This design comes from an exercise in tuning for small area and a short achievable clock period on the open sky130 flow, not from production work. Function was checked by simulation only, so behaviour that the tests miss may differ from the original. No driver is modelled on the clock port, so clock power and skew are understated where the tree is cut down; a real chip needs a root buffer or a tree. Power and IR drop assume default switching activity.

== wip/umber ==
==> flow/design.v <==
module fifo_top (
    input         clk,
    input         rst,         
    input  [63:0] inputs,
    input         in_vld,
    output        fifo_rdy,
    output [63:0] outputs,
    output        fifo_vld,
    input         mac_rdy
  );
  fifo #(.WORD_L(8), .DEPTH(8), .PORT_L(8)) u_fifo (
    .clk      (clk),
    .rst      (rst),
    .inputs   (inputs),
    .in_vld   (in_vld),
    .fifo_rdy (fifo_rdy),
    .outputs  (outputs),
    .fifo_vld (fifo_vld),
    .mac_rdy  (mac_rdy)
  );
endmodule

module fifo #(parameter WORD_L= 8, DEPTH= 8, PORT_L= 8) (
    input                                   clk,
    input                                   rst,
    input [PORT_L - 1 : 0] [WORD_L -1 : 0]  inputs,
    input                                   in_vld,
    output                                  fifo_rdy,
    output [PORT_L - 1 : 0] [WORD_L -1 : 0] outputs,
    output                                  fifo_vld,
    input                                   mac_rdy
  );
  localparam W = PORT_L * WORD_L;
  localparam M = DEPTH - 1;                 
  logic [M-1:0][W-1:0] mem;
  logic [W-1:0]        out_q;
  logic [M-1:0]        wr_oh;               
  logic [M-1:0]        rd_oh;               
  logic [DEPTH-1:0]    lvl;                 
  logic                rdy_q;               
  logic [M-1:0]        we_q;                
  logic                wr_en, rd_en, inc, dec, load, to_mem, from_mem;
  logic [DEPTH-1:0]    lvl_n;
  logic [M-1:0]        wr_oh_n;
  logic [W-1:0]        head;
  assign fifo_rdy = rdy_q;
  assign fifo_vld = lvl[0];
  assign outputs  = out_q;
  assign wr_en    = in_vld  & rdy_q;
  assign rd_en    = mac_rdy & lvl[0];
  assign inc      = wr_en & ~rd_en;
  assign dec      = rd_en & ~wr_en;
  assign load     = mac_rdy | ~lvl[0];
  assign from_mem = mac_rdy & lvl[1];       
  assign to_mem   = wr_en & (lvl[1] | (lvl[0] & ~mac_rdy));
  always_comb begin
    for (int i = 0; i < DEPTH; i++) begin
      if (inc)      lvl_n[i] = (i == 0) ? 1'b1 : lvl[i-1];
      else if (dec) lvl_n[i] = (i == DEPTH-1) ? 1'b0 : lvl[i+1];
      else          lvl_n[i] = lvl[i];
    end
  end
  assign wr_oh_n = to_mem ? {wr_oh[M-2:0], wr_oh[M-1]} : wr_oh;
  always_ff @(posedge clk) begin
    if (!rst) begin
      lvl   <= '0;
      rdy_q <= 1'b1;
      wr_oh <= M'(1);
      we_q  <= M'(1);
      rd_oh <= M'(1);
    end else begin
      lvl   <= lvl_n;
      rdy_q <= ~lvl_n[DEPTH-1];
      wr_oh <= wr_oh_n;
      we_q  <= lvl_n[DEPTH-1] ? '0 : wr_oh_n;
      if (from_mem) rd_oh <= {rd_oh[M-2:0], rd_oh[M-1]};
    end
  end
  always_comb begin
    head = '0;
    for (int k = 0; k < M; k++)
      head = head | (mem[k] & {W{rd_oh[k]}});
  end
  always_ff @(posedge clk) begin
    for (int k = 0; k < M; k++)
      if (we_q[k]) mem[k] <= inputs;
  end
  always_ff @(posedge clk)
    if (load) out_q <= lvl[1] ? head : inputs;
endmodule
Settings: LEC_CHECK=0, CAP_MARGIN=20, CORE_MARGIN=2, CORE_UTILIZATION=60, SETUP_SLACK_MARGIN=2.8, SLEW_MARGIN=20; clock period 4.5 ns.
standard.sh (not shown) runs the stock make flow with config.mk's settings and CLKGATE_MAP_FILE= SYNTH_SCRIPT=/design/flow/synth_recipe.tcl, a recipe that flattens the netlist after the stock synthesis.
==> flow/flow/run.sh <==
#!/bin/bash
# Standard layout (the standard.sh, standard synthesis unchanged) with
# three changes:
#  - port buffers are buf_2 cells instead of the slow clkdlybuf4s50_1 that
#    buffer_ports picks by default;
#  - after global placement, flow/outff.tcl moves each flip-flop that drives
#    an output port buffer next to that buffer (detailed placement legalizes);
#  - the clock tree is a balanced two-level inverter tree built by
#    flow/mycts.tcl in place of clock_tree_synthesis.
set -euo pipefail
export MYCTS_LEAF_SIZE=20
export MYCTS_MID=4
export MYCTS_BUF=sky130_fd_sc_hd__clkinv_8
export MYCTS_MIDBUF=sky130_fd_sc_hd__clkinv_16
bash standard.sh \
  "BUFFER_PORTS_ARGS=-buffer_cell sky130_fd_sc_hd__buf_2" \
  "POST_GLOBAL_PLACE_TCL=$PWD/flow/outff.tcl" \
  "PRE_CTS_TCL=$PWD/flow/mycts.tcl" \
  finish > standard.log 2>&1
Other scripts of this flow, unchanged in this note and not shown: flow/flow/mycts.tcl, flow/flow/outff.tcl
wip/umber completed; timing, DRC and antenna clean
What wip/sierra does differently from wip/umber at the input level:
--- a/flow/design.v
+++ b/flow/design.v
@@ -77,14 +77,16 @@
     end
   end
   always_comb begin
     head = '0;
     for (int k = 0; k < M; k++)
-      head = head | (mem[k] & {W{rd_oh[k]}});
+      head = head | (mem[k] & {W{from_mem & rd_oh[k]}});
   end
   always_ff @(posedge clk) begin
     for (int k = 0; k < M; k++)
       if (we_q[k]) mem[k] <= inputs;
   end
   always_ff @(posedge clk)
-    if (load) out_q <= lvl[1] ? head : inputs;
+    out_q <= (out_q  & {W{~load}})
+           | (inputs & {W{load & ~lvl[1]}})
+           | head;
 endmodule
Notes after the runs:
Comparing overall die area for wip/umber and wip/sierra, the bigger number came from wip/sierra. Detailed-route wire length ends up lower on wip/umber. In the reports for wip/umber and wip/sierra, the larger first-iteration DRC count belongs to wip/umber. [diff] global-route wire length before repair, wip/sierra relative to wip/umber: regression. Where mapped cell area is concerned, wip/umber is better than wip/sierra. Comparing wip/umber and wip/sierra, the higher data arrival at the endpoint of the critical path is on wip/sierra. Post-synth net total, wip/umber and wip/sierra, lower one = wip/umber. Reported for wip/umber and wip/sierra, flip-flop and latch count turned out identical to the last digit. Compared with wip/umber, wip/sierra shows a detailed-placement wirelength estimate that is about 8% higher. Sum of routed wire segments on met1 ended up 3.8 mm higher on wip/sierra than on wip/umber.
In every run of this note, the design's own scripts or RTL, not TritonCTS, make the clock network.

========
Setup of exp/delta:
RTL: the design.v shown in full above, as it stands there.
clock: 4.5 ns
lec_check: 0
cap_margin: 20
core_margin: 2
core_utilization: 60
setup_slack_margin: 2.65
slew_margin: 20
==> flow/flow/run.sh <==
#!/bin/bash
# Standard layout (the standard.sh, standard synthesis unchanged) with two
# changes: port buffers are buf_2 cells instead of the slow clkdlybuf4s50_1
# that buffer_ports picks by default, and the clock tree is a balanced
# two-level tree built by flow/mycts.tcl in place of clock_tree_synthesis.
set -euo pipefail
export MYCTS_LEAF_SIZE=20
export MYCTS_MID=4
bash standard.sh \
  "BUFFER_PORTS_ARGS=-buffer_cell sky130_fd_sc_hd__buf_2" \
  "PRE_CTS_TCL=$PWD/flow/mycts.tcl" \
  finish > standard.log 2>&1
Other scripts of this flow, unchanged in this note and not shown: flow/flow/mycts.tcl
exp/delta completed end to end with timing, DRC and antenna clean.
diff inputs: exp/delta => exp/zinc
diff --git a/flow/design.v b/flow/design.v
--- a/flow/design.v
+++ b/flow/design.v
@@ -79,12 +79,14 @@
   always_comb begin
     head = '0;
     for (int k = 0; k < M; k++)
-      head = head | (mem[k] & {W{rd_oh[k]}});
+      head = head | (mem[k] & {W{from_mem & rd_oh[k]}});
   end
   always_ff @(posedge clk) begin
     for (int k = 0; k < M; k++)
       if (we_q[k]) mem[k] <= inputs;
   end
   always_ff @(posedge clk)
-    if (load) out_q <= lvl[1] ? head : inputs;
+    out_q <= (out_q  & {W{~load}})
+           | (inputs & {W{load & ~lvl[1]}})
+           | head;
 endmodule
==> results.txt <==
- Summary — sequential share of cell area, exp/zinc relative to exp/delta: lower, by 5.2 points.
- exp/zinc: count of non-filler cells in the finished layout 12% above exp/delta
- Compared exp/delta against exp/zinc; worst endpoint required time within noise.
- Per the comparison of exp/zinc with exp/delta, routed metal-1 wire length increased 15%, residual antenna-violating net count after detailed routing essentially unchanged, area share of fa/ha/maj cells after synthesis essentially unchanged, net switching component of the power increased about 10%.
- Any difference in utilization of the core after routing between exp/delta and exp/zinc is small enough to ignore.
- The die height of exp/zinc exceeds that of exp/delta by 2.4 µm.
- Measured against each other, exp/delta and exp/zinc differ in portion of the clock cycle consumed by the worst path in the final layout, the higher figure coming from exp/delta.
- Slowest cell on the critical path = edfxtp_1: exp/delta; slowest cell on the critical path = dfxtp_1: exp/zinc
- Count of antenna diodes in the layout is higher on exp/zinc
- Going from exp/delta to exp/zinc, via count went up about 8%, all-layer global routing usage went up 1.7 points.
No run of this note takes its clock network from TritonCTS; it comes from the design's own scripts or RTL.

## what the ideal ports hide
Ports are ideal in the flow. The routed layouts listed here were re-timed in OpenROAD.
Step 1 sets driving cells, clkbuf_16 on the clock port and buf_2 on the other inputs (assumed; they add their load-dependent delay and slew).
Step 2 moves the port delays by t, midway between the first and last clock arrival at a register: inputs arrive t later, outputs are due t later. That takes back most of the time a late clock gives input paths.
Slacks: ideal / step 1 / step 2; pairs: ideal / step 1.
run	shift t [ns]	slack for setup (ns)	worst setup path at the end
wip/umber	0.469	2.796 / 2.545 / 2.518	input to register
wip/sierra	0.467	2.557 / 2.525 / 2.276	input to register
exp/delta	0.453	2.604 / 2.493 / 2.395	input to register
exp/zinc	0.466	2.674 / 2.560 / 2.317	input to register
After both steps every run listed still meets setup and hold. The setup slack of exp/zinc, which loses most, moves by -0.114 ns with the drivers and by -0.357 ns with both steps.
